Optimization exercise on an open flow, not production practice. RTL: at most simulated, not proved equivalent. Function not checked: runs 1 to 5. Power: default activity.

[flow/design.v]
module cpu(clk, reset, read_data, datapath_out, mem_cmd, mem_addr);
  input clk, reset;
  input [15:0] read_data;
  output [15:0] datapath_out;
  output reg [1:0] mem_cmd;   
  output reg [8:0] mem_addr;
  reg [15:0] R [0:7];
  reg [15:0] w1;        
  reg [2:0]  w1b;       
  reg [7:0]  w1a;       
  reg        v1;        
  reg [15:0] ir;
  reg [2:0]  irb;       
  reg        sn, sl, sr, sa;  
  reg        oi, om, oa, on, ov;  
  reg        wd;        
  reg [2:0]  wn;        
  reg        ex;        
  reg        mo;        
  reg        fe;        
  reg        irv;       
  reg [15:0] A, B;
  reg [8:0]  ma;
  reg        mab;       
  reg        inflight;  
  reg        ldwb;      
  reg [2:0]  ld_rd;
  reg        halted;
  reg [8:0]  pc;        
  wire [2:0] opcode = ir[15:13];
  wire [1:0] op     = ir[12:11];
  wire [1:0] sh     = ir[4:3];
  wire is_ldr = opcode == 3'b011;
  wire is_str = opcode == 3'b100;
  wire is_hlt = opcode == 3'b111;
  wire exec   = ex;
  wire memop  = mo;
  wire [15:0] sb = ({16{sn}} & B) | ({16{sl}} & {B[14:0], 1'b0}) |
                   ({16{sr | sa}} & {1'b0, B[15:1]}) | {sa & B[15], 15'b0};
  wire [15:0] sum;
  pfx_add #(16) add16 (.a(A), .b(sb), .s(sum));
  reg [15:0] res;
  always_comb
    res = ({16{oi}} & {{8{ir[7]}}, ir[7:0]}) | ({16{om}} & sb) | ({16{oa}} & sum) |
          ({16{on}} & (A & sb)) | ({16{ov}} & ~sb);
  wire       wr   = wd;
  wire [2:0] wnum = wn;
  wire        wx    = exec & wr;
  wire        we    = ldwb | wx;
  wire [2:0]  waddr = ldwb ? ld_rd : wnum;
  wire [15:0] wdata = ldwb ? read_data : res;
  always_ff @(posedge clk) begin
    if (we) R[waddr] <= wdata;
  end
  wire adv  = ~irv | exec;    
  wire take = ~v1 | adv;      
  wire fetch = fe;
  assign datapath_out = B;
  always_comb mem_addr = memop ? ma : pc;
  wire [2:0] sela = w1[10:8];
  wire [2:0] selb = w1b;
  wire hitxa = wx & (wnum == sela);
  wire hitxb = wx & (wnum == selb);
  wire hitla = ldwb & (ld_rd == sela);
  wire hitlb = ldwb & (ld_rd == selb);
  wire [7:0] oha = w1a;
  wire [7:0] ohb = 8'b1 << selb;
  reg [15:0] ra, rb;
  integer k;
  always_comb begin
    ra = 16'b0;
    rb = 16'b0;
    for (k = 0; k < 8; k = k + 1) begin
      ra = ra | ({16{oha[k]}} & R[k]);
      rb = rb | ({16{ohb[k]}} & R[k]);
    end
  end
  wire [8:0] ma_r;
  pfx_add #(9) addr_r (.a(ra[8:0]), .b({{4{w1[4]}}, w1[4:0]}), .s(ma_r));
  wire hla = ldwb & (ld_rd == ir[10:8]);
  wire hlb = ldwb & (ld_rd == irb);
  wire [8:0] ma_h;
  pfx_add #(9) addr_h (.a(A[8:0]), .b({{4{ir[4]}}, ir[4:0]}), .s(ma_h));
  always_ff @(posedge clk) begin
    if (adv) begin
      ir  <= w1;
      irb <= w1b;
      sn  <= w1[4:3] == 2'b00;
      sl  <= w1[4:3] == 2'b01;
      sr  <= w1[4:3] == 2'b10;
      sa  <= w1[4:3] == 2'b11;
      oi  <= w1[15:13] == 3'b110 && w1[12:11] == 2'b10;
      om  <= w1[15:13] == 3'b110 && w1[12:11] != 2'b10;
      oa  <= w1[15:13] != 3'b110 && w1[12:11] == 2'b00;
      on  <= w1[15:13] != 3'b110 && w1[12:11] == 2'b10;
      ov  <= w1[15:13] != 3'b110 && w1[11];
      wd  <= (w1[15:13] == 3'b110 && (w1[12:11] == 2'b10 || w1[12:11] == 2'b00)) ||
             (w1[15:13] == 3'b101 && w1[12:11] != 2'b01);
      wn  <= (w1[15:13] == 3'b110 && w1[12:11] == 2'b10) ? w1[10:8] : w1[7:5];
      A   <= hitxa ? res : (hitla ? read_data : ra);
      B   <= hitxb ? res : (hitlb ? read_data : rb);
      ma  <= ma_r;
      mab <= hitxa | hitla;
    end else begin
      if (hla) A <= read_data;
      if (hlb) B <= read_data;
      if (mab) ma <= ma_h;
      mab <= hla;
    end
    if (take) begin
      w1  <= read_data;
      w1b <= (read_data[14] | read_data[13]) ? read_data[2:0] : read_data[7:5];
      w1a <= 8'b1 << read_data[10:8];
    end
    ld_rd <= wnum;
  end
  wire mab_n = adv ? (hitxa | hitla) : hla;
  wire mem_n = adv ? (w1[15:13] == 3'b011 || w1[15:13] == 3'b100) : (is_ldr | is_str);
  wire [15:0] ir_n = adv ? w1 : ir;
  wire [15:0] w1_n = take ? read_data : w1;
  wire irv_n    = adv ? v1 : irv;
  wire v1_n     = take ? inflight : v1;
  wire ldwb_n   = memop & is_ldr;
  wire halted_n = halted | (exec & is_hlt);
  wire ex_n     = irv_n & ~ldwb_n & ~halted_n & ~(mab_n & mem_n);
  wire mo_n     = irv_n & ~ldwb_n & ~halted_n & ~mab_n & mem_n;
  wire wd_n     = adv ? ((w1[15:13] == 3'b110 && (w1[12:11] == 2'b10 || w1[12:11] == 2'b00)) ||
                         (w1[15:13] == 3'b101 && w1[12:11] != 2'b01)) : wd;
  wire [2:0] wn_n = adv ? ((w1[15:13] == 3'b110 && w1[12:11] == 2'b10) ? w1[10:8] : w1[7:5]) : wn;
  wire [8:0] pc_n = fetch ? pc + 9'd1 : pc;
  wire stall_n  = (v1_n & fetch & ex_n & wd_n & (wn_n == w1_n[10:8]) &
                   (w1_n[15:13] == 3'b011 || w1_n[15:13] == 3'b100)) |
                  (v1_n & ldwb_n & (wn == ir_n[10:8]) & (ir_n[15:13] == 3'b011 || ir_n[15:13] == 3'b100));
  wire fe_n     = ~mo_n & ~halted_n & ~stall_n & ~(pc_n[8] & (fetch | v1_n | irv_n));
  always_ff @(posedge clk) begin
    if (reset) begin
      pc       <= 9'd0;
      v1       <= 1'b0;
      irv      <= 1'b0;
      inflight <= 1'b0;
      ldwb     <= 1'b0;
      halted   <= 1'b0;
      ex       <= 1'b0;
      mo       <= 1'b0;
      fe       <= 1'b1;
      mem_cmd  <= 2'b01;
    end else begin
      fe       <= fe_n;
      mem_cmd  <= mo_n ? ((ir_n[15:13] == 3'b100) ? 2'b10 : 2'b01) : (fe_n ? 2'b01 : 2'b00);
      ex <= ex_n;
      mo <= mo_n;
      if (fetch) pc <= pc + 9'd1;
      inflight <= fetch;
      if (take) v1 <= inflight;
      if (adv) irv <= v1;
      ldwb <= memop & is_ldr;
      if (exec & is_hlt) halted <= 1'b1;
    end
  end
endmodule
module pfx_add #(parameter W = 16) (a, b, s);
  input  [W-1:0] a, b;
  output [W-1:0] s;
  parameter L = 4;  
  wire [W-1:0] g [0:L];
  wire [W-1:0] p [0:L];
  assign g[0] = a & b;
  assign p[0] = a ^ b;
  genvar k, i;
  generate
    for (k = 0; k < L; k = k + 1) begin : lvl
      for (i = 0; i < W; i = i + 1) begin : bit_
        if (i >= (1 << k)) begin : c
          assign g[k+1][i] = g[k][i] | (p[k][i] & g[k][i-(1<<k)]);
          assign p[k+1][i] = p[k][i] & p[k][i-(1<<k)];
        end else begin : n
          assign g[k+1][i] = g[k][i];
          assign p[k+1][i] = p[k][i];
        end
      end
    end
  endgenerate
  assign s = p[0] ^ {g[L][W-2:0], 1'b0};
endmodule
[flow/run.sh]
#!/bin/bash
# synth_recipe.tcl (not shown) runs the flow's synth.tcl, then flattens the netlist and writes it again
# the make line also repeats each setting of config.mk as NAME=value (left out here)
make -C /OpenROAD-flow-scripts/flow DESIGN_CONFIG=/design/flow/config.mk WORK_HOME=/design/flow/orfs CLKGATE_MAP_FILE= SYNTH_SCRIPT=/design/flow/synth_recipe.tcl finish
[flow/config.mk]
export PLATFORM = sky130hd
export DESIGN_NAME = cpu
export DESIGN_NICKNAME = cpu
export VERILOG_FILES = /design/flow/design.v
export SDC_FILE = /design/flow/constraint.sdc
export NUM_CORES = 4
export LEC_CHECK = 0
export ABC_AREA = 1
export CAP_MARGIN = 20
export CORE_MARGIN = 2
export CORE_UTILIZATION = 40
export CTS_CLUSTER_DIAMETER = 150
export CTS_CLUSTER_SIZE = 22
export SETUP_SLACK_MARGIN = 3.3
export SLEW_MARGIN = 20
[flow/constraint.sdc]
create_clock -name core_clock -period 6.0 [get_ports {clk}]
set_input_delay 1.2000 -clock core_clock [delete_from_list [all_inputs] [get_ports {clk}]]
set_output_delay 1.2000 -clock core_clock [all_outputs]
set_load 0.01 [all_outputs]
==> results of run 1 <==
## per-stage QoR
| step | power, mW | instances |
|---|---|---|
| floorplan | 3.28 | 1780 |
| global placement | 3.82 | 2234 |
| detailed placement | 3.84 | 2234 |
| CTS | 5.16 | 2325 |
| global route | 5.80 | 2353 |
| finish | 5.55 | 2353 |
## flip-flops by register name (all words and copies together), names as in the netlist, 3 cells and up
| signal | cells |
|---|---|
| w1 | 16 |
| w1a | 8 |
| B | 16 |
| pc | 9 |
| irb | 3 |
| wn | 3 |
| R | 128 |
| ld_rd | 3 |
| ir | 14 |
| A | 16 |
| w1b | 3 |
| ma | 9 |
## Yosys cell counts (3+ instances only)
master | number | share of area
dfxtp_1 | 39 | 0.055
nand4_1 | 23 | 0.010
o211ai_1 | 13 | 0.0069
clkbuf_1 | 22 | 0.0058
fa_1 | 3 | 0.0042
a21oi_1 | 72 | 0.025
ha_1 | 35 | 0.031
o31ai_1 | 4 | 0.0021
buf_2 | 24 | 0.0085
inv_1 | 195 | 0.052
edfxtp_1 | 210 | 0.45
nand2_1 | 610 | 0.16
xor2_1 | 7 | 0.0043
or2_2 | 9 | 0.0040
a22o_1 | 4 | 0.0025
o22ai_1 | 33 | 0.015
o21ai_1 | 14 | 0.0049
nand3_2 | 3 | 0.0021
nor2_1 | 136 | 0.036
o21ai_0 | 103 | 0.036
buf_4 | 11 | 0.0058
inv_2 | 14 | 0.0037
nand3_1 | 126 | 0.045
nor3_1 | 22 | 0.0078
a31oi_1 | 7 | 0.0031
nand2_2 | 5 | 0.0022
nand3b_1 | 6 | 0.0032
## path summary, 6_finish.rpt
kind,startpoint,to,slack (ns)
setup / recovery,sr$_DFFE_PN_,R[7][13]$_DFFE_PP_,3.13
hold / removal,wn[0]$_DFF_P_,ld_rd[0]$_DFF_P_,0.39
setup reg to reg,sr$_DFFE_PN_,R[7][13]$_DFFE_PP_,3.13
hold reg to reg,wn[0]$_DFF_P_,ld_rd[0]$_DFF_P_,0.39
## layer usage
metal / track usage / vias to the layer above / part of all wire
li1: - / 6143 / -
met1: 0.352 / 6206 / 0.42
met2: 0.419 / 654 / 0.46
met3: 0.0289 / 102 / 0.087
met4: 0.0772 / 0 / 0.033
met5: 0 / - / 0
## timing repair
action                     CTS  global route
gates resized for setup    110           175
setup endpoints to repair  182           179
gates cloned                 1             0
pin swaps                   36            59
buffers inserted            69            27
## cell type report
type / instances / area, um^2 / area share
multi-input combinational: 1261 / 6960 / 0.403
clock inverter: 2 / 25.0 / 0.00145
timing repair inverter: 1 / 7.51 / 0.000435
tap: 455 / 569 / 0.0330
sequential: 249 / 7090 / 0.411
inverter: 211 / 821 / 0.0476
timing repair buffer: 155 / 1390 / 0.0806
clock buffer: 19 / 390 / 0.0226
## kinds of logic after synthesis
kind of cell / Yosys count
adders and majority gates: 38
AOI/OAI and AO/OA: 266
buffers and inverters: 270
muxes: 1
xor gates and xnor gates: 8
DFF: 249
and+or+nand+nor: 948
## power groups by stage
stage	Clock [mW]	Combinational (mW)	Sequential [mW]
finish	1.07	2.19	2.29
global route	1.14	2.36	2.30
CTS	1.08	1.80	2.28
detailed placement	0	1.50	2.34
global placement	0	1.49	2.33
floorplan	0	1.02	2.27
## worst reg2reg max path, cell delays in order, from the launching register on
cell	delay [ns]
edfxtp_1	0.43
nor2_4	0.22
buf_6	0.14
buf_6	0.09
o211ai_1	0.16
ha_1	0.39
nand2_1	0.09
nand2_2	0.08
a21oi_2	0.19
nor2_1	0.08
nor2_1	0.15
nand2_1	0.08
nand2_1	0.08
nand3_2	0.10
nand2_2	0.14
nand2_2	0.07
o21ai_4	0.15
## cells in the final DEF (no fill, tap or decap), drive strengths merged, types with 7 or more instances in the layout
cell             n
o22ai           33
o211ai          13
nor2           139
inv            206
xor2             7
a31oi            7
a21oi           72
dfxtp           39
o21ai          118
nand2          615
clkdlybuf4s50   32
nor3            24
or2              9
buf            111
clkbuf          22
ha              35
nand4           23
edfxtp         210
nand3          129
==> flow_summary.json, run 1 <==
{
  "status": "timing/DRC/antenna clean",
  "fmax_mhz": 348,
  "grt_start_max_net_pins": 48,
  "layout.nets": 1950,
  "timing.final.crit_share": 0.478,
  "gp_congestion": 0.960,
  "cts_tree": "done",
  "ioPinCount": 45,
  "hp-class": "reg2reg",
  "antenna_found_initial": 0,
  "fillerInstances": 3255,
  "grtUsageTotal": 0.254,
  "stdcell_area_um2": 17300,
  "area_growth_pct": 21.8,
  "row_count": 68,
  "core_area_um2": 34700,
  "layout_min_cycle_time_ns": 2.87,
  "critPathSlowestCell": "edfxtp_1",
  "pre_cts_ws_ns": 2.38,
  "h-tree-depth": 1,
  "port_buffers": 44,
  "worstPathMaxFanout": 8,
  "fin_hold_ws_ns": 0.392,
  "synth_adder_area_share": 0.0352,
  "setup_slack_ns": 3.13,
  "irDropWorstVdd_uv": 159,
  "first_pass_iters": 7,
  "synth.distinct_cells": 48,
  "synth_nets": 1836,
  "finalHoldViolCount": 0,
  "crit_type": "reg2reg",
  "place_area_um2": 15000,
  "relSlewSlack": 0.329,
  "tightest_slew_ns": 1.00,
  "netSwitchingFraction": 0.377,
  "cp.required_ns": 6.29,
  "die-area_um2": 36900,
  "p_int_mw": 3.45,
  "fin_util": 0.497,
  "gr-total-overflow": 0,
  "chipHeight_um": 192,
  "cp_cell_sequence": "nor2_4 -> buf_6 -> buf_6 -> o211ai_1 -> ha_1 -> nand2_1 -> nand2_2 -> a21oi_2 -> nor2_1 -> nor2_1 -> nand2_1 -> nand2_1 -> nand3_2 -> nand2_2 -> nand2_2 -> o21ai_4",
  "cts_sinks": 249,
  "ys_ff_latch": 249,
  "synth-xor-area-share": 0.00495,
  "timing_max_transition_violations_final": 0,
  "powerDensity_nw_per_um2": 321,
  "hold_depth": 0,
  "drive_above_1_share": 0.181,
  "grt_pass1_wl_mm": 71.0,
  "synth_top_family_by_area": "simple AND/OR/NAND/NOR gates",
  "skew_ns": 0.0390,
  "initial_core_util": 0.408,
  "ys_seq_area_frac": 0.501,
  "p_switching_mw": 2.09,
  "ctsLongestPathBuffers": 3,
  "drc": 0,
  "cp.depth": 16,
  "synthCells": 1780,
  "ant_nets": 0,
  "ys.flop_type": "edfxtp_1",
  "routed_wl_mm": 48.1,
  "vias_per_cell": 5.57,
  "power.leakage_nw": 7.39,
  "vias": 13105,
  "drtIter0Drc": 1443,
  "synth_compound_area_frac": 0.105,
  "n_antenna_cell": 0,
  "setup_tns_ns": 0,
  "hold_buffers": 0,
  "cp-start-kind": "flip-flop",
  "grt_pass1_vias": 11966,
  "die_w_um": 192,
  "clockPowerShare": 0.193,
  "cts_buffers": 15,
  "avgSynthCellArea_um2": 7.95,
  "path_buf_inv": 2,
  "routedWlPerCell_um": 20.5,
  "yosysWarnings": 3,
  "hpwl_mm": 32.4,
  "async_flop_share": 0,
  "cp_data_arrival_time_ns": 3.16,
  "critPathCaptureType": "flip-flop",
  "rr_worst_depth": 16,
  "rsz0062_at_grt": "yes",
  "maxCapViolCount": 0,
  "synth_mux_area_frac": 0.000707,
  "max_stage_delay_ns": 0.43,
  "critPathTopFamily": "simple AND/OR/NAND/NOR gates",
  "comb_power_share": 0.394,
  "yosys.area_share.simple": 0.276,
  "setup_violations": 0,
  "seqPwrFrac": 0.413,
  "clk_pin_slew_ns": 0.11,
  "syn-cell-area_um2": 14200,
  "clock_tree.root_cell": "clkbuf_16",
  "insertion_delay_ns": 0.53,
  "synth_edf_count": 210
}
==> run 2: changes to the inputs <==
--- a/flow/config.mk
+++ b/flow/config.mk
@@ -8,8 +8,9 @@
 export ABC_AREA = 1
 export CAP_MARGIN = 20
 export CORE_MARGIN = 2
-export CORE_UTILIZATION = 40
+export CORE_UTILIZATION = 50
 export CTS_CLUSTER_DIAMETER = 150
 export CTS_CLUSTER_SIZE = 22
-export SETUP_SLACK_MARGIN = 3.3
+export PLACE_DENSITY = 0.7
+export SETUP_SLACK_MARGIN = 3.0
 export SLEW_MARGIN = 20
==> run 2 against run 1 <==
  * Final cell count decreased by 6.1%
  * Final area decreased by 8.2%
  * Die area decreased by 20%
  * Fmax is 2.6% lower
  * Utilization is 7.1 points higher
  * Synthesized cell count is the same
  * Synthesized area did not move
==> flow_summary.json, run 2 <==
{
  "status": "timing/DRC/antenna clean",
  "cp_common_cell": "nand2_1",
  "largest_register": "R",
  "synthTopCellsByCount": "610 x nand2_1, 210 x edfxtp_1, 195 x inv_1",
  "first_pass_iters": 6,
  "layout_min_cycle_time_ns": 2.95,
  "rsz0062_at_grt": "yes",
  "skew_ns": 0.0341,
  "dp_cells": 2156,
  "h-tree-depth": 1,
  "hold_buffers": 0,
  "timing_max_transition_violations_final": 0,
  "syn-cell-area_um2": 14200,
  "vias_per_cell": 5.71,
  "clock_tree.root_cell": "clkbuf_16",
  "maxCapViolCount": 0,
  "drc": 0,
  "cts_tree": "done",
  "hpwl_mm": 30.7,
  "setup_violations": 0,
  "synth_largest_type_area_fraction": 0.445,
  "yosys.area.top_type": "edfxtp_1",
  "die-area_um2": 29700,
  "finalHoldViolCount": 0,
  "async_flop_share": 0,
  "tightest_slew_ns": 1.07,
  "fmax_mhz": 339,
  "cts_buffers": 15,
  "largest_reg_flops": 128,
  "drtIter0Drc": 1642,
  "ant_nets": 0,
  "critPathCaptureType": "flip-flop",
  "cp_data_arrival_time_ns": 3.21,
  "vias": 12623,
  "synthCells": 1780,
  "timing.final.crit_share": 0.491,
  "critPathSlowestCell": "edfxtp_1",
  "synth_area_leaders": "edfxtp_1 45%, nand2_1 16%, dfxtp_1 5.5%",
  "initial_core_util": 0.508,
  "ctsLongestPathBuffers": 3,
  "gr-total-overflow": 0,
  "powerDensity_nw_per_um2": 316,
  "crit_type": "reg2reg",
  "grt_pass1_wl_mm": 65.8,
  "hp-class": "reg2reg",
  "die_w_um": 172,
  "max_stage_delay_ns": 0.45,
  "grt_pass1_vias": 11472,
  "insertion_delay_ns": 0.50,
  "routed_wl_mm": 43.8,
  "grt_start_max_net_pins": 49,
  "final_cell_mix": "603 x nand2_1, 210 x edfxtp_1, 191 x inv_1",
  "synth_nets": 1836,
  "power.leakage_nw": 6.87,
  "synth_edf_count": 210,
  "grtUsageTotal": 0.295,
  "yosysMostFrequentCell": "nand2_1",
  "row_count": 61,
  "drive_above_1_share": 0.0803,
  "clk_pin_slew_ns": 0.10,
  "cp_cell_sequence": "nor2_4 -> clkinvlp_4 -> buf_4 -> nand2_2 -> nand2_2 -> ha_1 -> nand2_1 -> nand2_1 -> inv_1 -> nand2_1 -> or2_2 -> nand3_1 -> nand3_1 -> nand3_1 -> nand2_1",
  "port_buffers": 44,
  "ys_seq_area_frac": 0.501,
  "irDropWorstVdd_uv": 208,
  "area_growth_pct": 11.8,
  "routedWlPerCell_um": 19.8,
  "yosysWarnings": 3,
  "layout.cells.non_filler": 2209,
  "core_area_um2": 27900,
  "cp.required_ns": 6.26,
  "avgSynthCellArea_um2": 7.95,
  "antenna_found_initial": 0,
  "relSlewSlack": 0.280,
  "gp_congestion": 0.945,
  "ys.flop_type": "edfxtp_1",
  "synth.distinct_cells": 48,
  "cp-start-kind": "flip-flop",
  "n_antenna_cell": 0,
  "worstPathMaxFanout": 8,
  "cts_sinks": 249,
  "r2r_slack_ns": 3.05,
  "final_common_cell": "nand2_1",
  "layout.nets": 1884,
  "ioPinCount": 45,
  "chipHeight_um": 172,
  "ys_ff_latch": 249,
  "setup_tns_ns": 0
}
run 2: per-layer routing:
metal  vias up  track usage  wire [um]  share of wire
met5         -            0          0              0
met3       100       0.0469       4200          0.096
met4         0        0.103       1410          0.032
met1      5845        0.406      17900           0.41
li1       6013            -          -              -
met2       665        0.475      20300           0.46
run 2: cell type report:
cell class                 instances  area, um^2
clock buffer                      19         390
clock inverter                     1        16.3
fill                            2528       12000
inverter                         211         807
multi-input combinational       1262        6270
sequential                       249        7090
tap                              378         473
timing repair buffer              89         791
run 2: kinds of logic after synthesis:
family                   synth area share
AO/OA/AOI/OAI                       0.105
buffers and inverters              0.0771
XOR/XNOR                          0.00495
adder cells (fa/ha/maj)            0.0352
flip-flops                          0.501
multiplexers                     0.000707
AND/OR/NAND/NOR                     0.276
run 2: where the power goes:
part / internal (mW) / switching (mW)
clock: 0.467 / 0.572
sequential: 2.15 / 0.135
combinational: 0.562 / 1.12
total: 3.18 / 1.82
run 2: worst paths after layout:
| kind | startpoint | to | cells past startpoint |
|---|---|---|---|
| setup reg to reg | sa$_DFFE_PN_ | B[6]$_DFFE_PP_ | 15 |
| hold / removal | wn[0]$_DFF_P_ | ld_rd[0]$_DFF_P_ | 0 |
| hold reg to reg | wn[0]$_DFF_P_ | ld_rd[0]$_DFF_P_ | 0 |
| setup / recovery | sa$_DFFE_PN_ | B[6]$_DFFE_PP_ | 15 |
run 2: metrics by stage:
| step | setup WS (ns) | hold WS (ns) | instance area [um^2] | utilization | total power, mW |
|---|---|---|---|---|---|
| final | 3.05 | 0.430 | 15800 | 0.568 | 5.01 |
| after global routing | 2.90 | 0.453 | 15800 | 0.568 | 5.27 |
| after CTS | 3.00 | 0.434 | 15400 | 0.552 | 4.85 |
| after detailed placement | 2.42 | 0.421 | 14900 | 0.534 | 3.80 |
| after global placement | 2.51 | 0.425 | 14900 | 0.534 | 3.79 |
| after floorplan | 3.29 | 0.384 | 14200 | - | 3.28 |
run 2: repair_timing:
action / CTS / global route
endpoints found under the setup margin: 154 / 155
buffers inserted: 4 / 28
cloned: 0 / 1
pin swaps: 0 / 9
resized for setup: 22 / 50
run 2: critical path: cells and delay by family, from the launching register on:
kind / cells / cell delay [ns]
adders and majority gates: 1 / 0.33
DFF: 1 / 0.45
and+or+nand+nor: 11 / 1.39
buffers and inverters: 3 / 0.55
==> run 3: changes to the inputs <==
==> flow/config.mk (replaced) <==
export PLATFORM = sky130hd
export DESIGN_NAME = cpu
export DESIGN_NICKNAME = cpu
export VERILOG_FILES = /design/flow/design.v
export SDC_FILE = /design/flow/constraint.sdc
export NUM_CORES = 4
export LEC_CHECK = 0
export ABC_AREA = 1
export CAP_MARGIN = 5
export CORE_MARGIN = 2
export CORE_UTILIZATION = 40
export CTS_CLUSTER_DIAMETER = 150
export CTS_CLUSTER_SIZE = 22
export SETUP_SLACK_MARGIN = 3.0
export SLEW_MARGIN = 5
==> run 3 against run 2 <==
  * Still clean on timing, DRC and antenna
  * Die area rose by 24%
  * Global-route usage fell by 4.7 points
  * Critical path depth fell by 1
  * Via count fell by 0.39%
  * Clock skew fell by 0.0028 ns
  * Non-clock buffer count rose by 14
  * Utilization fell by 10 points
  * Combinational power rose by 8%
==> flow_summary.json, run 3 <==
{
  "first_pass_iters": 8,
  "setup_tns_ns": 0,
  "yosys.area.top_type": "edfxtp_1",
  "maxCapViolCount": 0,
  "gr-total-overflow": 0,
  "r2r_slack_ns": 3.00,
  "core_area_um2": 34700,
  "rr_endpoint": "R[0][15]$_DFFE_PP_",
  "tightest_slew_ns": 1.38,
  "critPathTopFamily": "simple AND/OR/NAND/NOR gates",
  "hp-start": "wn[0]$_DFF_P_",
  "synth.distinct_cells": 48,
  "routed_wl_mm": 46.4,
  "critPathSlowestCell": "edfxtp_1",
  "vias_per_cell": 5.47,
  "crit_type": "reg2reg",
  "rr_worst_depth": 14,
  "rr_startpoint": "sa$_DFFE_PN_",
  "die-area_um2": 36900,
  "yosysMostFrequentCell": "nand2_1",
  "avgSynthCellArea_um2": 7.95,
  "status": "timing/DRC/antenna clean",
  "ctsLongestPathBuffers": 3,
  "grtUsageTotal": 0.248,
  "n_antenna_cell": 0,
  "yosysWarnings": 3,
  "hp-class": "reg2reg",
  "relSlewSlack": 0.0794,
  "setup.worst_path.start": "sa$_DFFE_PN_",
  "h-tree-depth": 1,
  "chipHeight_um": 192,
  "synthCells": 1780,
  "cp-start-kind": "flip-flop",
  "ys.flop_type": "edfxtp_1",
  "cts_sinks": 249,
  "cp_data_arrival_time_ns": 3.29,
  "pre_cts_ws_ns": 2.39,
  "synth_area_leaders": "edfxtp_1 45%, nand2_1 16%, dfxtp_1 5.5%",
  "largest_register": "R",
  "drtIter0Drc": 1194,
  "grt_pass1_vias": 11628,
  "final_cell_mix": "593 x nand2_1, 210 x edfxtp_1, 188 x inv_1",
  "clock_tree.root_cell": "clkbuf_16",
  "finalHoldViolCount": 0,
  "area_growth_pct": 14.3,
  "gp_congestion": 0.932,
  "hold_buffers": 0,
  "skew_ns": 0.0314,
  "fmax_mhz": 334,
  "synth_largest_type_area_fraction": 0.445,
  "dp_cells": 2233,
  "cts_buffers": 15,
  "ioPinCount": 45,
  "ys_ff_latch": 249,
  "cts_tree": "done",
  "fin_hold_ws_ns": 0.429,
  "clk_pin_slew_ns": 0.11,
  "syn-cell-area_um2": 14200,
  "power.leakage_nw": 6.97,
  "die_w_um": 192,
  "drc": 0,
  "hpwl_mm": 32.4,
  "p_total_mw": 5.15,
  "timing_max_transition_violations_final": 0,
  "antenna_found_initial": 0,
  "grt_start_max_net_pins": 49,
  "synth_edf_count": 210,
  "largest_reg_flops": 128,
  "cp.required_ns": 6.30,
  "synthTopCellsByCount": "610 x nand2_1, 210 x edfxtp_1, 195 x inv_1",
  "vias": 12574,
  "synth_nets": 1836,
  "fin_util": 0.466,
  "port_buffers": 44,
  "critPathCaptureType": "flip-flop",
  "setup_slack_ns": 3.00,
  "async_flop_share": 0,
  "rsz0062_at_grt": "yes",
  "place_area_um2": 15000,
  "cp.depth": 14,
  "min_to": "ld_rd[0]$_DFF_P_",
  "layout.nets": 1897,
  "path_buf_inv": 3,
  "cp_cell_sequence": "nor2_4 -> clkinvlp_4 -> buf_12 -> buf_12 -> nand2_4 -> o221ai_4 -> ha_4 -> nand2_2 -> nor3_2 -> and2_1 -> nand2_1 -> nand3b_1 -> nand3_4 -> a31oi_4",
  "insertion_delay_ns": 0.51,
  "worstPathMaxFanout": 8,
  "max_stage_delay_ns": 0.44,
  "timing.final.crit_share": 0.499,
  "drive_above_1_share": 0.100,
  "setup_violations": 0,
  "layout_min_cycle_time_ns": 3.00,
  "ys_seq_area_frac": 0.501,
  "powerDensity_nw_per_um2": 318,
  "layout.cells.non_filler": 2299,
  "routedWlPerCell_um": 20.2,
  "irDropWorstVdd_uv": 153,
  "initial_core_util": 0.408,
  "final_common_cell": "nand2_1",
  "hold_depth": 0,
  "cp_common_cell": "buf_12",
  "row_count": 68,
  "fillerInstances": 3384,
  "grt_pass1_wl_mm": 69.1,
  "stdcell_area_um2": 16200,
  "ant_nets": 0
}
## run 3: cell type report
cell class,instances,area (um^2),share of cell area
Timing Repair Buffer,103,911,0.0563
Inverter,211,810,0.0500
Tap cell,455,569,0.0352
Multi-Input combinational cell,1261,6400,0.395
Clock buffer,19,390,0.0241
Sequential cell,249,7090,0.438
Clock inverter,1,16.3,0.00100
## run 3: how the worst max path moves through the flow
| stage | slack (ns) | end |
|---|---|---|
| finish | 3.00 | R[0][15]$_DFFE_PP_ |
| global route | 2.87 | R[0][15]$_DFFE_PP_ |
| CTS | 2.91 | R[1][10]$_DFFE_PP_ |
| detailed placement | 2.39 | R[1][10]$_DFFE_PP_ |
| global placement | 2.42 | R[1][10]$_DFFE_PP_ |
| floorplan | 3.29 | R[0][14]$_DFFE_PP_ |
## run 3: kinds of logic (layout without fill, tap and decap cells)
kind of cell,count (synthesis),in the layout,share of synthesized area
XOR/XNOR,8,8,0.00495
AO/OA/AOI/OAI,266,266,0.105
AND/OR/NAND/NOR,948,948,0.276
multiplexers,1,1,0.000707
adder cells (fa/ha/maj),38,38,0.0352
buffers and inverters,270,334,0.0771
flip-flops,249,249,0.501
## run 3: worst reg2reg max path: cells and delay by family (launching register included)
kind	cells	cell delay [ns]
AO/OA/AOI/OAI	2	0.44
buffers and inverters	3	0.50
AND/OR/NAND/NOR	8	1.08
adder cells (fa/ha/maj)	1	0.34
flip-flops	1	0.44
## run 3: power breakdown
group          internal [mW]  switching, mW
sequential              2.15          0.141
combinational          0.640           1.17
clock                  0.468          0.583
## run 3: layer usage
metal / GRT usage / wire length (um)
met5: 0 / 0
met4: 0.0772 / 1320
met3: 0.0351 / 3900
met2: 0.408 / 21500
met1: 0.339 / 19700
## run 3: repair_timing
action                     CTS  global route
pin swaps                    0            31
setup buffers               18            28
resized for setup           23            86
hold endpoints to repair     0             0
setup endpoints to repair  154           148
==> run 4: changes to the inputs <==
--- a/flow/design.v
+++ b/flow/design.v
@@ -40,15 +40,17 @@
   wire [15:0] sum;
   pfx_add #(16) add16 (.a(A), .b(sb), .s(sum));
   reg [15:0] res;
+  wire nl = ~ldwb;
   always_comb
-    res = ({16{oi}} & {{8{ir[7]}}, ir[7:0]}) | ({16{om}} & sb) | ({16{oa}} & sum) |
-          ({16{on}} & (A & sb)) | ({16{ov}} & ~sb);
+    res = ({16{oi & nl}} & {{8{ir[7]}}, ir[7:0]}) | ({16{om & nl}} & sb) |
+          ({16{oa & nl}} & sum) | ({16{on & nl}} & (A & sb)) | ({16{ov & nl}} & ~sb) |
+          ({16{ldwb}} & read_data);
   wire       wr   = wd;
   wire [2:0] wnum = wn;
   wire        wx    = exec & wr;
   wire        we    = ldwb | wx;
   wire [2:0]  waddr = ldwb ? ld_rd : wnum;
-  wire [15:0] wdata = ldwb ? read_data : res;
+  wire [15:0] wdata = res;
   always_ff @(posedge clk) begin
     if (we) R[waddr] <= wdata;
   end
@@ -97,8 +99,8 @@
       wd  <= (w1[15:13] == 3'b110 && (w1[12:11] == 2'b10 || w1[12:11] == 2'b00)) ||
              (w1[15:13] == 3'b101 && w1[12:11] != 2'b01);
       wn  <= (w1[15:13] == 3'b110 && w1[12:11] == 2'b10) ? w1[10:8] : w1[7:5];
-      A   <= hitxa ? res : (hitla ? read_data : ra);
-      B   <= hitxb ? res : (hitlb ? read_data : rb);
+      A   <= (hitxa | hitla) ? res : ra;
+      B   <= (hitxb | hitlb) ? res : rb;
       ma  <= ma_r;
       mab <= hitxa | hitla;
     end else begin
--- a/flow/config.mk
+++ b/flow/config.mk
@@ -6,10 +6,10 @@
 export NUM_CORES = 4
 export LEC_CHECK = 0
 export ABC_AREA = 1
-export CAP_MARGIN = 5
+export CAP_MARGIN = 20
 export CORE_MARGIN = 2
 export CORE_UTILIZATION = 40
 export CTS_CLUSTER_DIAMETER = 150
 export CTS_CLUSTER_SIZE = 22
 export SETUP_SLACK_MARGIN = 3.0
-export SLEW_MARGIN = 5
+export SLEW_MARGIN = 20
==> run 4 against run 3 <==
  * Routed wire length fell by 1.9%
  * Utilization decreased by 0.69 points
  * Sequential power about the same
  * Die area fell by 3.7%
==> flow_summary.json, run 4 <==
{
  "largest_register": "R",
  "syn-cell-area_um2": 13600,
  "n_antenna_cell": 0,
  "drtIter0Drc": 1334,
  "cp_data_arrival_time_ns": 3.37,
  "cts_buffers": 15,
  "clock_tree.root_cell": "clkbuf_16",
  "die-area_um2": 35600,
  "row_count": 67,
  "synth_edf_count": 210,
  "yosysWarnings": 3,
  "die_w_um": 189,
  "grt_start_max_net_pins": 62,
  "powerDensity_nw_per_um2": 323,
  "critPathCaptureType": "flip-flop",
  "synth_area_leaders": "edfxtp_1 46%, nand2_1 13%, inv_1 5.9%",
  "drive_above_1_share": 0.0818,
  "timing.final.crit_share": 0.500,
  "fmax_mhz": 333,
  "hpwl_mm": 31.6,
  "ioPinCount": 45,
  "clk_pin_slew_ns": 0.10,
  "skew_ns": 0.0509,
  "avgSynthCellArea_um2": 8.48,
  "gr-total-overflow": 0,
  "irDropWorstVdd_uv": 177,
  "drc": 0,
  "status": "timing/DRC/antenna clean",
  "core_area_um2": 33500,
  "fillerInstances": 3334,
  "cp.required_ns": 6.37,
  "cts_tree": "done",
  "synthTopCellsByCount": "454 x nand2_1, 215 x inv_1, 210 x edfxtp_1",
  "final_cell_mix": "443 x nand2_1, 210 x edfxtp_1, 208 x inv_1",
  "routed_wl_mm": 45.5,
  "port_buffers": 44,
  "maxCapViolCount": 0,
  "insertion_delay_ns": 0.53,
  "routedWlPerCell_um": 21.5,
  "largest_reg_flops": 128,
  "dp_cells": 2069,
  "chipHeight_um": 189,
  "vias_per_cell": 5.63,
  "layout.nets": 1726,
  "yosysMostFrequentCell": "nand2_1",
  "hold_buffers": 0,
  "cts_sinks": 249,
  "grtUsageTotal": 0.249,
  "synth.distinct_cells": 50,
  "synthCells": 1607,
  "synth_largest_type_area_fraction": 0.463,
  "ant_nets": 0,
  "timing_max_transition_violations_final": 0,
  "ctsLongestPathBuffers": 3,
  "crit_type": "reg2reg",
  "synth_nets": 1664,
  "layout.cells.non_filler": 2122,
  "power.leakage_nw": 6.51,
  "setup_tns_ns": 0,
  "async_flop_share": 0,
  "p_total_mw": 4.98,
  "gp_congestion": 1.01,
  "layout_min_cycle_time_ns": 3.00,
  "antenna_found_initial": 1,
  "ys.flop_type": "edfxtp_1",
  "rsz0062_at_grt": "no",
  "tightest_slew_ns": 1.01,
  "grt_pass1_vias": 11057,
  "worstPathMaxFanout": 12,
  "vias": 11955,
  "initial_core_util": 0.406,
  "first_pass_iters": 6,
  "setup_violations": 0,
  "cp-start-kind": "flip-flop",
  "relSlewSlack": 0.323,
  "hp-class": "reg2reg",
  "final_common_cell": "nand2_1",
  "h-tree-depth": 1,
  "yosys.area.top_type": "edfxtp_1",
  "ys_seq_area_frac": 0.520,
  "grt_pass1_wl_mm": 67.2,
  "finalHoldViolCount": 0,
  "area_growth_pct": 13.0,
  "ys_ff_latch": 249
}
==> run 4: cell types whose count changed after synthesis, sizes merged, moves of 11 or more <==
cell	change
nand4	-11
inv	+14
clkbuf	-12
a221oi	+18
o21ai	-23
nand3	-31
nand2	-158
==> run 4: cells by family (layout without fill, tap and decap cells) <==
group                    Yosys count  in the layout  share of synthesized area
buffers and inverters            267            334                     0.0793
XOR/XNOR                          10             10                    0.00643
multiplexers                       1              1                   0.000734
AO/OA/AOI/OAI                    288            288                      0.126
AND/OR/NAND/NOR                  753            753                      0.230
adder cells (fa/ha/maj)           39             39                     0.0375
flip-flops                       249            249                      0.520
==> run 4: routing by layer <==
layer	routed length, um	GRT usage
met5	0	0
met4	2060	0.102
met3	4760	0.0406
met2	20600	0.401
met1	18100	0.335
==> run 4: final timing paths <==
path         cells past startpoint            endpoint               start  slack (ns)
max                              9     B[11]$_DFFE_PP_    w1b[2]$_DFFE_PN_        3.00
min reg2reg                      1  pc[7]$_SDFFE_PP0P_  pc[7]$_SDFFE_PP0P_        0.46
min                              1  pc[7]$_SDFFE_PP0P_  pc[7]$_SDFFE_PP0P_        0.46
max reg2reg                      9     B[11]$_DFFE_PP_    w1b[2]$_DFFE_PN_        3.00
==> run 4: final cells by class <==
class,instances,area (um^2),area share
inverter,223,848,0.0551
sequential,249,7090,0.460
clock inverter,2,25.0,0.00162
tap,448,561,0.0364
timing repair buffer,89,785,0.0509
multi-input combinational,1091,5700,0.370
clock buffer,20,394,0.0256
==> run 4: report_power, final <==
group,internal [mW],switching (mW),total (mW)
Sequential,2.15,0.132,2.28
Combinational,0.547,1.09,1.64
Clock,0.473,0.587,1.06
==> run 4: timing repair <==
item                                    CTS  global route
resized for setup                        20            46
endpoints found under the hold margin     0             0
endpoints found under the setup margin  113           130
buffers inserted                         17            14
pin swaps                                 1             5
cloned                                    0             0
==> run 4: through the flow <==
step | hold slack [ns] | setup WS (ns) | utilization | cell area, um^2
floorplan | 0.326 | 3.02 | - | 13600
global placement | 0.442 | 2.65 | 0.432 | 14500
detailed placement | 0.448 | 2.64 | 0.432 | 14500
CTS | 0.470 | 2.99 | 0.450 | 15100
global route | 0.494 | 2.99 | 0.459 | 15400
finish | 0.463 | 3.00 | 0.459 | 15400
==> run 4: critical path: stages (launching register included) <==
cell and delay [ns]:
edfxtp_1 0.57, inv_2 0.33, nand3_1 0.43, inv_1 0.66, nand2_1 0.10, nand2_1 0.11, nor2_1 0.04, a31oi_1 0.38
nand2_1 0.12, nand2_1 0.10
==> run 5: changes to the inputs <==
--- a/flow/config.mk
+++ b/flow/config.mk
@@ -11,5 +11,5 @@
 export CORE_UTILIZATION = 40
 export CTS_CLUSTER_DIAMETER = 150
 export CTS_CLUSTER_SIZE = 22
-export SETUP_SLACK_MARGIN = 3.0
+export SETUP_SLACK_MARGIN = 2.8
 export SLEW_MARGIN = 20
==> run 5 against run 4 <==
  * Still clean
  * Setup slack worse by 0.14 ns
  * First-iteration DRC count up 7.3%
  * Via count down 1.5%
  * Synthesized area unchanged
  * Sequential power about the same
  * Synthesized cell count unchanged
  * Register-to-register slack worse by 0.14 ns
  * Critical path type unchanged
  * Critical endpoint is now ma[6]$_DFFE_PP_
  * Largest cell class unchanged
  * Highest routed layer unchanged
==> flow_summary.json, run 5 <==
{
  "insertion_delay_ns": 0.53,
  "fin_util": 0.454,
  "clk_pin_slew_ns": 0.11,
  "gp_congestion": 1.01,
  "gr-total-overflow": 0,
  "ys.flop_type": "edfxtp_1",
  "fmax_mhz": 318,
  "h-tree-depth": 1,
  "cts_buffers": 15,
  "antenna_found_initial": 0,
  "ys_seq_area_frac": 0.520,
  "async_flop_share": 0,
  "worstPathMaxFanout": 13,
  "row_count": 67,
  "n_antenna_cell": 0,
  "setup_slack_ns": 2.86,
  "area_growth_pct": 11.7,
  "status": "timing/DRC/antenna clean",
  "critPathCapture": "ma[6]$_DFFE_PP_",
  "synth.distinct_cells": 50,
  "relSlewSlack": 0.312,
  "tightest_slew_ns": 1.03,
  "setup_tns_ns": 0,
  "cp.required_ns": 6.27,
  "rsz0062_at_grt": "yes",
  "port_buffers": 44,
  "setup.worst_path.start": "w1a[2]$_SDFFCE_PP0N_",
  "die-area_um2": 35600,
  "crit_type": "reg2reg",
  "cts_sinks": 249,
  "pre_cts_ws_ns": 2.64,
  "core_area_um2": 33500,
  "regArea_um2": 7090,
  "largest_register": "R",
  "chipHeight_um": 189,
  "synthCells": 1607,
  "cp-start-kind": "flip-flop",
  "critPathSlowestCell": "edfxtp_1",
  "layout.nets": 1722,
  "finalHoldViolCount": 0,
  "grt_start_max_net_pins": 62,
  "timing_max_transition_violations_final": 0,
  "grt_pass1_vias": 10950,
  "final_common_cell": "nand2_1",
  "hp-class": "reg2reg",
  "maxCapViolCount": 0,
  "first_pass_iters": 5,
  "power.leakage_nw": 6.44,
  "vias": 11770,
  "yosysMostFrequentCell": "nand2_1",
  "drtIter0Drc": 1432,
  "synthTopCellsByCount": "454 x nand2_1, 215 x inv_1, 210 x edfxtp_1",
  "r2r_slack_ns": 2.86,
  "vias_per_cell": 5.56,
  "largest_reg_flops": 128,
  "critPathCaptureType": "flip-flop",
  "cp_common_cell": "nand2_1",
  "rr_startpoint": "w1a[2]$_SDFFCE_PP0N_",
  "ys_ff_latch": 249,
  "timing.final.crit_share": 0.524,
  "synth_largest_type_area_fraction": 0.463,
  "yosysWarnings": 3,
  "ioPinCount": 45,
  "dp_cells": 2069,
  "cp_cell_sequence": "inv_1 -> o2111ai_1 -> ha_1 -> a21oi_1 -> nand2_1 -> nand2_1 -> nand2_1 -> a21oi_1 -> xor2_1 -> o22ai_1",
  "rr_worst_depth": 10,
  "fillerInstances": 3339,
  "hpwl_mm": 31.6,
  "irDropWorstVdd_uv": 173,
  "grtUsageTotal": 0.245,
  "routed_wl_mm": 44.6,
  "synth_nets": 1664,
  "max_stage_delay_ns": 0.86,
  "die_w_um": 189,
  "skew_ns": 0.0496,
  "powerDensity_nw_per_um2": 320,
  "syn-cell-area_um2": 13600,
  "grt_pass1_wl_mm": 66.2,
  "drc": 0,
  "final_cell_mix": "445 x nand2_1, 210 x edfxtp_1, 210 x inv_1",
  "rr_endpoint": "ma[6]$_DFFE_PP_",
  "cts_tree": "done",
  "layout_min_cycle_time_ns": 3.14,
  "stdcell_area_um2": 15200,
  "avgSynthCellArea_um2": 8.48,
  "multi_input_area_um2": 5530,
  "ant_nets": 0,
  "routedWlPerCell_um": 21.1,
  "synth_edf_count": 210,
  "layout.cells.non_filler": 2118,
  "ctsLongestPathBuffers": 3,
  "drive_above_1_share": 0.0635,
  "setup_violations": 0,
  "cp_data_arrival_time_ns": 3.41,
  "yosys.area.top_type": "edfxtp_1",
  "place_area_um2": 14500,
  "synth_area_leaders": "edfxtp_1 46%, nand2_1 13%, inv_1 5.9%",
  "clock_tree.root_cell": "clkbuf_16",
  "initial_core_util": 0.406
}
==> run 5: cell counts after synthesis <==
Identical to the previous run, type by type.
==> run 5: how the worst min path moves through the flow <==
| stage | from | end | slack, ns | cells after the start |
|---|---|---|---|---|
| 4_1_cts | pc[7]$_SDFFE_PP0P_ | pc[7]$_SDFFE_PP0P_ | 0.47 | 1 |
| 3_5_place_dp | pc[7]$_SDFFE_PP0P_ | pc[7]$_SDFFE_PP0P_ | 0.45 | 1 |
| 5_1_grt | w1[2]$_DFFE_PN_ | ir[2]$_DFFE_PN_ | 0.50 | 0 |
| 6_report | pc[7]$_SDFFE_PP0P_ | pc[7]$_SDFFE_PP0P_ | 0.47 | 1 |
| 3_3_place_gp | pc[7]$_SDFFE_PP0P_ | pc[7]$_SDFFE_PP0P_ | 0.44 | 1 |
| 2_1_floorplan | wn[2]$_DFF_P_ | ld_rd[2]$_DFF_P_ | 0.33 | 0 |
==> run 5: cells by family after synthesis <==
family          Yosys count  synth area share
compound gates          288             0.126
xor+xnor                 10           0.00643
fa+ha+maj                39            0.0375
buf+inv                 267            0.0793
flops                   249             0.520
mux                       1          0.000734
simple gates            753             0.230
==> run 5: final cells by class <==
| class | instances | share of cell area |
|---|---|---|
| clock buffer | 20 | 0.0259 |
| clock inverter | 2 | 0.00164 |
| inverter | 223 | 0.0560 |
| multi-input combinational | 1091 | 0.363 |
| sequential | 249 | 0.466 |
| tap | 448 | 0.0368 |
| timing repair buffer | 85 | 0.0508 |
==> run 5: per-layer routing <==
layer,track usage,share of wire
met5,0,0
met3,0.0447,0.099
met1,0.326,0.40
met2,0.394,0.46
met4,0.102,0.041
==> run 5: repair_timing <==
item | 4_1_cts | 5_1_grt
endpoints found under the hold margin | 0 | 0
resized for setup | 6 | 20
hold buffers | 0 | 0
setup buffers | 0 | 27
endpoints found under the setup margin | 12 | 137
pin swaps | 0 | 0
==> run 5: critical path, delay by kind of cell, from the launching register on <==
| family | cells | cell delay [ns] |
|---|---|---|
| compound gates | 4 | 0.98 |
| xor+xnor | 1 | 0.17 |
| fa+ha+maj | 1 | 0.40 |
| buf+inv | 1 | 0.25 |
| flops | 1 | 0.86 |
| simple gates | 3 | 0.25 |
==> run 5: power by group <==
part	internal (mW)	switching (mW)
clock	0.473	0.585
sequential	2.15	0.132
combinational	0.496	1.04
==> run 5: stage by stage <==
| step | power (mW) | hold slack (ns) |
|---|---|---|
| finish | 4.87 | 0.466 |
| detailed placement | 3.75 | 0.448 |
| CTS | 4.80 | 0.470 |
| global placement | 3.74 | 0.442 |
| floorplan | 3.22 | 0.326 |
| global route | 5.10 | 0.495 |
==> run 6: changes to the inputs <==
--- a/flow/design.v
+++ b/flow/design.v
@@ -8,6 +8,7 @@
   reg [15:0] w1;        
   reg [2:0]  w1b;       
   reg [7:0]  w1a;       
+  reg [7:0]  w1o;       
   reg        v1;        
   reg [15:0] ir;
   reg [2:0]  irb;       
@@ -66,7 +67,7 @@
   wire hitla = ldwb & (ld_rd == sela);
   wire hitlb = ldwb & (ld_rd == selb);
   wire [7:0] oha = w1a;
-  wire [7:0] ohb = 8'b1 << selb;
+  wire [7:0] ohb = w1o;
   reg [15:0] ra, rb;
   integer k;
   always_comb begin
@@ -113,6 +114,7 @@
       w1  <= read_data;
       w1b <= (read_data[14] | read_data[13]) ? read_data[2:0] : read_data[7:5];
       w1a <= 8'b1 << read_data[10:8];
+      w1o <= 8'b1 << ((read_data[14] | read_data[13]) ? read_data[2:0] : read_data[7:5]);
     end
     ld_rd <= wnum;
   end
--- a/flow/config.mk
+++ b/flow/config.mk
@@ -11,5 +11,5 @@
 export CORE_UTILIZATION = 40
 export CTS_CLUSTER_DIAMETER = 150
 export CTS_CLUSTER_SIZE = 22
-export SETUP_SLACK_MARGIN = 2.8
+export SETUP_SLACK_MARGIN = 3.0
 export SLEW_MARGIN = 20
==> run 6 against run 5 <==
  * Still clean on timing, DRC and antenna
  * Sequential cell count increased by 8
  * Clock skew decreased by 0.020 ns
  * Sequential share of layout area grew 1.3 points
  * Synthesized area up 0.23%
  * Non-clock buffer count decreased by 2
  * First-iteration DRC count fell by 26%
  * Global-route usage fell by 0.21 points
  * Critical path type unchanged
==> flow_summary.json, run 6 <==
{
  "setup_tns_ns": 0,
  "final_common_cell": "nand2_1",
  "rsz0062_at_grt": "yes",
  "synth_nets": 1636,
  "ys_seq_area_frac": 0.536,
  "pre_cts_ws_ns": 2.74,
  "largest_reg_flops": 128,
  "p_switching_mw": 1.79,
  "clock_tree.root_cell": "clkbuf_16",
  "hpwl_mm": 29.8,
  "syn-cell-area_um2": 13700,
  "p_total_mw": 5.00,
  "maxCapViolCount": 0,
  "finalHoldViolCount": 0,
  "skew_ns": 0.0300,
  "fillerInstances": 3233,
  "irDropWorstVdd_uv": 153,
  "die_w_um": 189,
  "ctsLongestPathBuffers": 3,
  "largest_register": "R",
  "timing.final.crit_share": 0.493,
  "setup_slack_ns": 3.04,
  "core_area_um2": 33600,
  "avgSynthCellArea_um2": 8.65,
  "critPathTopFamily": "compound AO/OA/AOI/OAI gates",
  "regArea_um2": 7330,
  "vias_per_cell": 5.58,
  "vias": 11585,
  "synth_largest_type_area_fraction": 0.479,
  "cts_tree": "done",
  "synth_edf_count": 218,
  "critPathCaptureType": "flip-flop",
  "grt_start_max_net_pins": 53,
  "routedWlPerCell_um": 21.4,
  "drive_above_1_share": 0.0748,
  "crit_type": "reg2reg",
  "async_flop_share": 0,
  "insertion_delay_ns": 0.52,
  "synth_area_leaders": "edfxtp_1 48%, nand2_1 15%, dfxtp_1 5.7%",
  "synthTopCellsByCount": "528 x nand2_1, 218 x edfxtp_1, 165 x inv_1",
  "worstPathMaxFanout": 15,
  "max_stage_delay_ns": 0.40,
  "cp.required_ns": 6.28,
  "cp_common_cell": "nand2_1",
  "seqPwrFrac": 0.477,
  "ant_nets": 0,
  "tightest_slew_ns": 1.02,
  "cts_sinks": 257,
  "port_buffers": 44,
  "cts_buffers": 15,
  "cp-start-kind": "flip-flop",
  "fin_util": 0.456,
  "fmax_mhz": 338,
  "antenna_found_initial": 1,
  "drc": 0,
  "comb_power_share": 0.312,
  "relSlewSlack": 0.319,
  "die-area_um2": 35600,
  "setup_violations": 0,
  "path_buf_inv": 2,
  "clk_pin_slew_ns": 0.11,
  "initial_core_util": 0.406,
  "p_int_mw": 3.22,
  "synthCells": 1579,
  "grt_pass1_vias": 10891,
  "final_cell_mix": "513 x nand2_1, 218 x edfxtp_1, 162 x inv_1",
  "ys.flop_type": "edfxtp_1",
  "first_pass_iters": 8,
  "netSwitchingFraction": 0.357,
  "cp_cell_sequence": "clkinvlp_4 -> buf_4 -> o221ai_2 -> ha_1 -> a21oi_1 -> nand2_1 -> a21oi_1 -> nand3b_1 -> nand3_1 -> nand2_2 -> nand2_1 -> nand2_1",
  "area_growth_pct": 12.1,
  "synth.distinct_cells": 48,
  "critPathSlowestCell": "edfxtp_1",
  "chipHeight_um": 189,
  "row_count": 67,
  "hp-class": "reg2reg",
  "grt_pass1_wl_mm": 65.2,
  "grtUsageTotal": 0.243,
  "yosysWarnings": 3,
  "clockPowerShare": 0.211,
  "fin_hold_ws_ns": 0.463,
  "yosys.area.top_type": "edfxtp_1",
  "status": "timing/DRC/antenna clean",
  "ioPinCount": 45,
  "yosysMostFrequentCell": "nand2_1",
  "routed_wl_mm": 44.5,
  "powerDensity_nw_per_um2": 327,
  "hold_buffers": 0,
  "cp_data_arrival_time_ns": 3.24,
  "power.leakage_nw": 6.37,
  "h-tree-depth": 1,
  "multi_input_area_um2": 5620,
  "timing_max_transition_violations_final": 0,
  "layout_min_cycle_time_ns": 2.96,
  "ys_ff_latch": 257,
  "layout.nets": 1683,
  "gr-total-overflow": 0,
  "gp_congestion": 0.968,
  "drtIter0Drc": 1064,
  "n_antenna_cell": 0
}
[run 6: changes by cell type after synthesis, sizes merged, moves of 9 or more]
cell / before / now
nand3: 98 / 77
buf: 34 / 24
o21ai: 95 / 73
clkbuf: 10 / 31
a221oi: 20 / 31
inv: 223 / 172
nand2: 457 / 533
o22ai: 40 / 18
nand4: 12 / 25
nor2: 144 / 118
a22o: 1 / 10
[run 6: layer usage]
metal,vias to the layer above,GRT usage,wire length [um]
met5,-,0,12
met4,2,0.105,1900
met3,126,0.0473,4030
met2,552,0.396,20800
met1,5464,0.315,17800
li1,5441,-,-
[run 6: final timing paths]
kind | start | endpoint | slack, ns | depth (start not counted)
setup / recovery | sl$_DFFE_PN_ | A[14]$_DFFE_PP_ | 3.04 | 12
setup reg to reg | sl$_DFFE_PN_ | A[14]$_DFFE_PP_ | 3.04 | 12
hold / removal | wn[1]$_DFF_P_ | ld_rd[1]$_DFF_P_ | 0.46 | 0
hold reg to reg | wn[1]$_DFF_P_ | ld_rd[1]$_DFF_P_ | 0.46 | 0
[run 6: cell families after synthesis]
| family | synth area share |
|---|---|
| xor+xnor | 0.00641 |
| fa+ha+maj | 0.0374 |
| flops | 0.536 |
| compound gates | 0.114 |
| simple gates | 0.239 |
| mux | 0.000733 |
| buf+inv | 0.0669 |
[run 6: area by class of cell]
type / count / share of cell area
Sequential cell: 257 / 0.479
Multi-Input combinational cell: 1095 / 0.367
Timing Repair Buffer: 83 / 0.0484
Inverter: 173 / 0.0429
Tap cell: 448 / 0.0366
Clock buffer: 20 / 0.0257
Clock inverter: 1 / 0.000572
Timing Repair inverter: 1 / 0.000490
[run 6: timing repair]
| item | 4_1_cts | 5_1_grt |
|---|---|---|
| buffers inserted | 9 | 13 |
| gates resized for setup | 14 | 40 |
| pin swaps | 2 | 5 |
| endpoints found under the setup margin | 115 | 101 |
| cloned | 0 | 2 |
[run 6: metrics by stage]
stage                     cells  cell area [um^2]
final                      2078             15300
after detailed placement   2033             14500
after floorplan            1579             13700
after global routing       2078             15300
after CTS                  2063             15100
after global placement     2033             14500
[run 6: power groups by stage]
stage	sequential [mW]	combinational [mW]	clock (mW)
3_3_place_gp	2.43	1.40	0
2_1_floorplan	2.34	0.968	0
4_1_cts	2.38	1.45	1.06
3_5_place_dp	2.43	1.41	0
5_1_grt	2.40	1.72	1.13
6_report	2.39	1.56	1.05
Testbench counts of run 6, summed over its fixed seeds: cycles 9,929.
==> run 7: changes to the inputs <==
--- a/flow/config.mk
+++ b/flow/config.mk
@@ -11,5 +11,5 @@
 export CORE_UTILIZATION = 40
 export CTS_CLUSTER_DIAMETER = 150
 export CTS_CLUSTER_SIZE = 22
-export SETUP_SLACK_MARGIN = 3.0
+export SETUP_SLACK_MARGIN = 3.3
 export SLEW_MARGIN = 20
==> run 7 against run 6 <==
  * Still clean on timing, DRC and antenna
  * Total power increased by 11%
  * Global-route usage increased by 0.70 points
  * First-iteration DRC count up 6.0%
  * Count of clock-buffer cells in the layout is 4 higher
  * Die area did not move
  * Setup slack better by 0.26 ns
  * Final area grew 9.2%
  * Synthesized cell count unchanged
  * Worst hold slack worse by 0.0029 ns
  * Combinational power is 33% higher
  * Clock skew up 0.0051 ns
  * Register-to-register slack improved by 0.26 ns
  * Highest routed layer unchanged
==> flow_summary.json, run 7 <==
{
  "ys_seq_area_frac": 0.536,
  "ys_ff_latch": 257,
  "port_buffers": 44,
  "seqPwrFrac": 0.430,
  "cp_cell_sequence": "buf_8 -> buf_12 -> buf_4 -> inv_1 -> o21ai_0 -> nor3_1 -> inv_1 -> nand2_1 -> nand3_1 -> nand2_1 -> o22ai_2",
  "timing.final.crit_share": 0.450,
  "largest_reg_flops": 128,
  "vias_per_cell": 5.64,
  "cp.required_ns": 6.25,
  "hp-start": "wn[1]$_DFF_P_",
  "chipHeight_um": 189,
  "synth.distinct_cells": 48,
  "grtUsageTotal": 0.250,
  "clockPowerShare": 0.195,
  "setup_violations": 0,
  "min_to": "ld_rd[1]$_DFF_P_",
  "critPathSlowestCell": "nor3_1",
  "ant_nets": 0,
  "first_pass_iters": 5,
  "final_cell_mix": "489 x nand2_1, 218 x edfxtp_1, 152 x inv_1",
  "clk_pin_slew_ns": 0.10,
  "core_area_um2": 33600,
  "hold_depth": 0,
  "final_common_cell": "nand2_1",
  "row_count": 67,
  "maxCapViolCount": 0,
  "rsz0062_at_grt": "yes",
  "drc": 0,
  "hp-class": "reg2reg",
  "ctsLongestPathBuffers": 3,
  "hpwl_mm": 29.9,
  "clock_tree.root_cell": "clkbuf_16",
  "fillerInstances": 3056,
  "status": "timing/DRC/antenna clean",
  "irDropWorstVdd_uv": 201,
  "cts_buffers": 15,
  "grt_pass1_wl_mm": 66.8,
  "cts_sinks": 257,
  "p_int_mw": 3.54,
  "yosysWarnings": 3,
  "fmax_mhz": 370,
  "initial_core_util": 0.406,
  "yosysMostFrequentCell": "nand2_1",
  "synth_edf_count": 218,
  "ioPinCount": 45,
  "comb_power_share": 0.375,
  "syn-cell-area_um2": 13700,
  "setup_tns_ns": 0,
  "routed_wl_mm": 47.3,
  "multi_input_area_um2": 6350,
  "setup.worst_path.start": "w1a[0]$_SDFFCE_PP0N_",
  "critPathTopFamily": "simple AND/OR/NAND/NOR gates",
  "skew_ns": 0.0350,
  "relSlewSlack": 0.266,
  "layout_min_cycle_time_ns": 2.70,
  "avgSynthCellArea_um2": 8.65,
  "crit_type": "reg2reg",
  "rr_endpoint": "ma[8]$_DFFE_PP_",
  "layout.nets": 1743,
  "regArea_um2": 7330,
  "vias": 12081,
  "n_antenna_cell": 0,
  "synth_area_leaders": "edfxtp_1 48%, nand2_1 15%, dfxtp_1 5.7%",
  "powerDensity_nw_per_um2": 333,
  "die-area_um2": 35600,
  "cp_data_arrival_time_ns": 2.95,
  "grt_pass1_vias": 11009,
  "drtIter0Drc": 1128,
  "power.leakage_nw": 6.91,
  "gp_congestion": 0.981,
  "synthTopCellsByCount": "528 x nand2_1, 218 x edfxtp_1, 165 x inv_1",
  "gr-total-overflow": 0,
  "tightest_slew_ns": 1.10,
  "worstPathMaxFanout": 8,
  "rr_worst_depth": 11,
  "layout.cells.non_filler": 2143,
  "cp-start-kind": "flip-flop",
  "dp_cells": 2035,
  "place_area_um2": 14600,
  "critPathCaptureType": "flip-flop",
  "async_flop_share": 0,
  "routedWlPerCell_um": 22.1,
  "ys.flop_type": "edfxtp_1",
  "cts_tree": "done",
  "r2r_slack_ns": 3.30,
  "synth_largest_type_area_fraction": 0.479,
  "max_stage_delay_ns": 0.70,
  "largest_register": "R",
  "antenna_found_initial": 3,
  "fin_hold_ws_ns": 0.460,
  "insertion_delay_ns": 0.53,
  "netSwitchingFraction": 0.364,
  "area_growth_pct": 22.4,
  "finalHoldViolCount": 0,
  "die_w_um": 189,
  "synth_nets": 1636,
  "h-tree-depth": 1,
  "yosys.area.top_type": "edfxtp_1",
  "p_switching_mw": 2.03,
  "stdcell_area_um2": 16700,
  "grt_start_max_net_pins": 84,
  "synthCells": 1579,
  "rr_startpoint": "w1a[0]$_SDFFCE_PP0N_",
  "timing_max_transition_violations_final": 0,
  "path_buf_inv": 5,
  "drive_above_1_share": 0.167
}
-- run 7: final cells by class --
class / count / share of cell area
clock buffers: 24 / 0.0245
well taps: 448 / 0.0335
repair buffers: 141 / 0.0818
flip-flops and latches: 257 / 0.438
repair inverters: 1 / 0.000449
inverters: 173 / 0.0403
multi-input cells: 1097 / 0.380
clock inverters: 2 / 0.00105
-- run 7: per-layer routing --
layer,global-route usage,wire [um],vias up
met5,0,25,-
met4,0.109,2420,4
met3,0.0441,4480,159
met2,0.416,22100,637
met1,0.319,18300,5709
li1,-,-,5572
-- run 7: kinds of logic after synthesis --
kind of cell,synth area share
xor gates and xnor gates,0.00641
and+or+nand+nor,0.239
muxes,0.000733
buffers and inverters,0.0669
DFF,0.536
AOI/OAI and AO/OA,0.114
adders and majority gates,0.0374
-- run 7: worst max-delay path by stage --
stage                            to  slack, ns  cells past startpoint
detailed placement  A[10]$_DFFE_PP_       2.78                      9
floorplan            A[8]$_DFFE_PP_       3.36                     16
global placement     A[8]$_DFFE_PP_       2.81                      7
global route        A[14]$_DFFE_PP_       3.21                     15
CTS                     mem_addr[5]       3.07                      3
finish              ma[8]$_DFFE_PP_       3.30                     11
-- run 7: power by group through the flow --
stage	registers, mW	clock network (mW)	logic [mW]
after detailed placement	2.43	0	1.41
after floorplan	2.34	0	0.969
after CTS	2.38	1.09	1.58
after global routing	2.40	1.16	2.24
final	2.40	1.09	2.08
after global placement	2.43	0	1.39
-- run 7: metrics by stage --
stage          worst slack, ns   util  total power, mW
6_report                  3.30  0.497             5.56
5_1_grt                   3.21  0.497             5.80
2_1_floorplan             3.36      -             3.31
3_3_place_gp              2.81  0.433             3.82
4_1_cts                   3.07  0.464             5.06
3_5_place_dp              2.78  0.433             3.84
-- run 7: repair_timing --
| action | 4_1_cts | 5_1_grt |
|---|---|---|
| endpoints found under the setup margin | 189 | 162 |
| setup buffers | 38 | 39 |
| resized for setup | 80 | 157 |
| cloned | 2 | 3 |
| pin swaps | 14 | 48 |
| hold buffers | 0 | 0 |
==> run 8: changes to the inputs <==
--- a/flow/config.mk
+++ b/flow/config.mk
@@ -11,5 +11,5 @@
 export CORE_UTILIZATION = 40
 export CTS_CLUSTER_DIAMETER = 150
 export CTS_CLUSTER_SIZE = 22
-export SETUP_SLACK_MARGIN = 3.3
+export SETUP_SLACK_MARGIN = 3.1
 export SLEW_MARGIN = 20
==> run 8 against run 7 <==
  * Final cell count is 2.6% lower
  * Critical path depth is 3 higher
  * Combinational power is 21% lower
  * Synthesized cell count stayed put
  * Final area is 6.7% lower
  * Sequential power hardly changed
  * First-iteration DRC count is 6.8% higher
  * Die area stayed put
  * Routed wire length is 4.8% lower
==> flow_summary.json, run 8 <==
{
  "synth_edf_count": 218,
  "routed_wl_mm": 45.0,
  "cp_data_arrival_time_ns": 3.11,
  "initial_core_util": 0.406,
  "synthTopCellsByCount": "528 x nand2_1, 218 x edfxtp_1, 165 x inv_1",
  "rr_worst_depth": 14,
  "yosysWarnings": 3,
  "port_buffers": 44,
  "tightest_slew_ns": 1.09,
  "drc": 0,
  "worstPathMaxFanout": 8,
  "rsz0062_at_grt": "yes",
  "dp_cells": 2035,
  "finalHoldViolCount": 0,
  "gr-total-overflow": 0,
  "grt_pass1_wl_mm": 65.5,
  "hpwl_mm": 29.9,
  "drtIter0Drc": 1205,
  "layout.cells.non_filler": 2088,
  "n_antenna_cell": 0,
  "drive_above_1_share": 0.0860,
  "setup_violations": 0,
  "grt_start_max_net_pins": 84,
  "die_w_um": 189,
  "yosysMostFrequentCell": "nand2_1",
  "timing.final.crit_share": 0.476,
  "grt_pass1_vias": 10668,
  "r2r_slack_ns": 3.15,
  "syn-cell-area_um2": 13700,
  "clock_tree.root_cell": "clkbuf_16",
  "synth_largest_type_area_fraction": 0.479,
  "insertion_delay_ns": 0.52,
  "synth_nets": 1636,
  "chipHeight_um": 189,
  "layout_min_cycle_time_ns": 2.85,
  "gp_congestion": 0.981,
  "hold_buffers": 0,
  "fmax_mhz": 350,
  "row_count": 67,
  "power.leakage_nw": 6.52,
  "status": "timing/DRC/antenna clean",
  "core_area_um2": 33600,
  "cp.required_ns": 6.25,
  "ant_nets": 0,
  "first_pass_iters": 6,
  "timing_max_transition_violations_final": 0,
  "yosys.area.top_type": "edfxtp_1",
  "avgSynthCellArea_um2": 8.65,
  "cts_tree": "done",
  "final_cell_mix": "510 x nand2_1, 218 x edfxtp_1, 161 x inv_1",
  "synth.distinct_cells": 48,
  "final_common_cell": "nand2_1",
  "area_growth_pct": 14.2,
  "async_flop_share": 0,
  "min_to": "ld_rd[1]$_DFF_P_",
  "ys_ff_latch": 257,
  "largest_reg_flops": 128,
  "routedWlPerCell_um": 21.6,
  "rr_endpoint": "ma[5]$_DFFE_PP_",
  "crit_type": "reg2reg",
  "ctsLongestPathBuffers": 3,
  "h-tree-depth": 1,
  "largest_register": "R",
  "irDropWorstVdd_uv": 167,
  "vias_per_cell": 5.57,
  "maxCapViolCount": 0,
  "cts_buffers": 15,
  "rr_startpoint": "w1a[0]$_SDFFCE_PP0N_",
  "critPathCaptureType": "flip-flop",
  "die-area_um2": 35600,
  "ys_seq_area_frac": 0.536
}
## run 8: cell counts after synthesis
No cell type changed its count.
## run 8: layout make-up
class	instances	area [um^2]
sequential	257	7330
clock buffer	24	409
clock inverter	2	17.5
tap	448	561
timing repair buffer	89	892
inverter	173	663
fill	3185	18000
multi-input combinational	1095	5730
## run 8: cell families after synthesis
logic type,count (synthesis),synth area share
AO/OA/AOI/OAI,249,0.114
AND/OR/NAND/NOR,795,0.239
adder cells (fa/ha/maj),39,0.0374
multiplexers,1,0.000733
flip-flops,257,0.536
XOR/XNOR,10,0.00641
buffers and inverters,228,0.0669
## run 8: what timing repair did
| action | in CTS | in global routing |
|---|---|---|
| gates cloned | 1 | 0 |
| endpoints found under the hold margin | 0 | 0 |
| setup endpoints to repair | 99 | 168 |
| buffers inserted | 6 | 20 |
| pin swaps | 4 | 13 |
| resized for setup | 24 | 61 |
## run 8: report_power, final
group | internal (mW) | switching (mW) | total [mW]
logic | 0.591 | 1.05 | 1.64
clock network | 0.480 | 0.599 | 1.08
registers | 2.22 | 0.167 | 2.39
## run 8: critical path, cell delays in order, from the launching register on
cell and delay, ns:
edfxtp_1 0.40, buf_8 0.16, buf_12 0.14, nand2_1 0.07
nand3_2 0.11, a221oi_4 0.27, o2111ai_4 0.26, ha_4 0.31
nand2_1 0.07, nand3_1 0.15, nand2_1 0.12, nand2_1 0.05
a21oi_1 0.15, xor2_1 0.20, o22ai_1 0.10
## run 8: worst max-delay path by stage
stage	slack, ns	from	endpoint
after floorplan	3.36	sn$_DFFE_PN_	A[8]$_DFFE_PP_
after global placement	2.81	read_data[8]	A[8]$_DFFE_PP_
after detailed placement	2.78	read_data[10]	A[10]$_DFFE_PP_
after CTS	2.99	mo$_SDFF_PP0_	mem_addr[3]
after global routing	3.02	w1a[0]$_SDFFCE_PP0N_	ma[5]$_DFFE_PP_
final	3.15	w1a[0]$_SDFFCE_PP0N_	ma[5]$_DFFE_PP_
## run 8: routing by layer
layer  track usage  vias to the layer above  wire (um)
met5             0                        -         27
met1         0.315                     5438      17700
met3        0.0415                      122       4200
met2         0.412                      599      21200
li1              -                     5457          -
met4        0.0944                        4       1870
## run 8: per-stage QoR
| step | utilization | hold WS [ns] | worst slack (ns) | total power, mW | area [um^2] |
|---|---|---|---|---|---|
| 2_1_floorplan | - | 0.326 | 3.36 | 3.31 | 13700 |
| 3_3_place_gp | 0.433 | 0.435 | 2.81 | 3.82 | 14600 |
| 3_5_place_dp | 0.433 | 0.441 | 2.78 | 3.84 | 14600 |
| 4_1_cts | 0.449 | 0.466 | 2.99 | 4.94 | 15100 |
| 5_1_grt | 0.464 | 0.477 | 3.02 | 5.35 | 15600 |
| 6_report | 0.464 | 0.467 | 3.15 | 5.11 | 15600 |
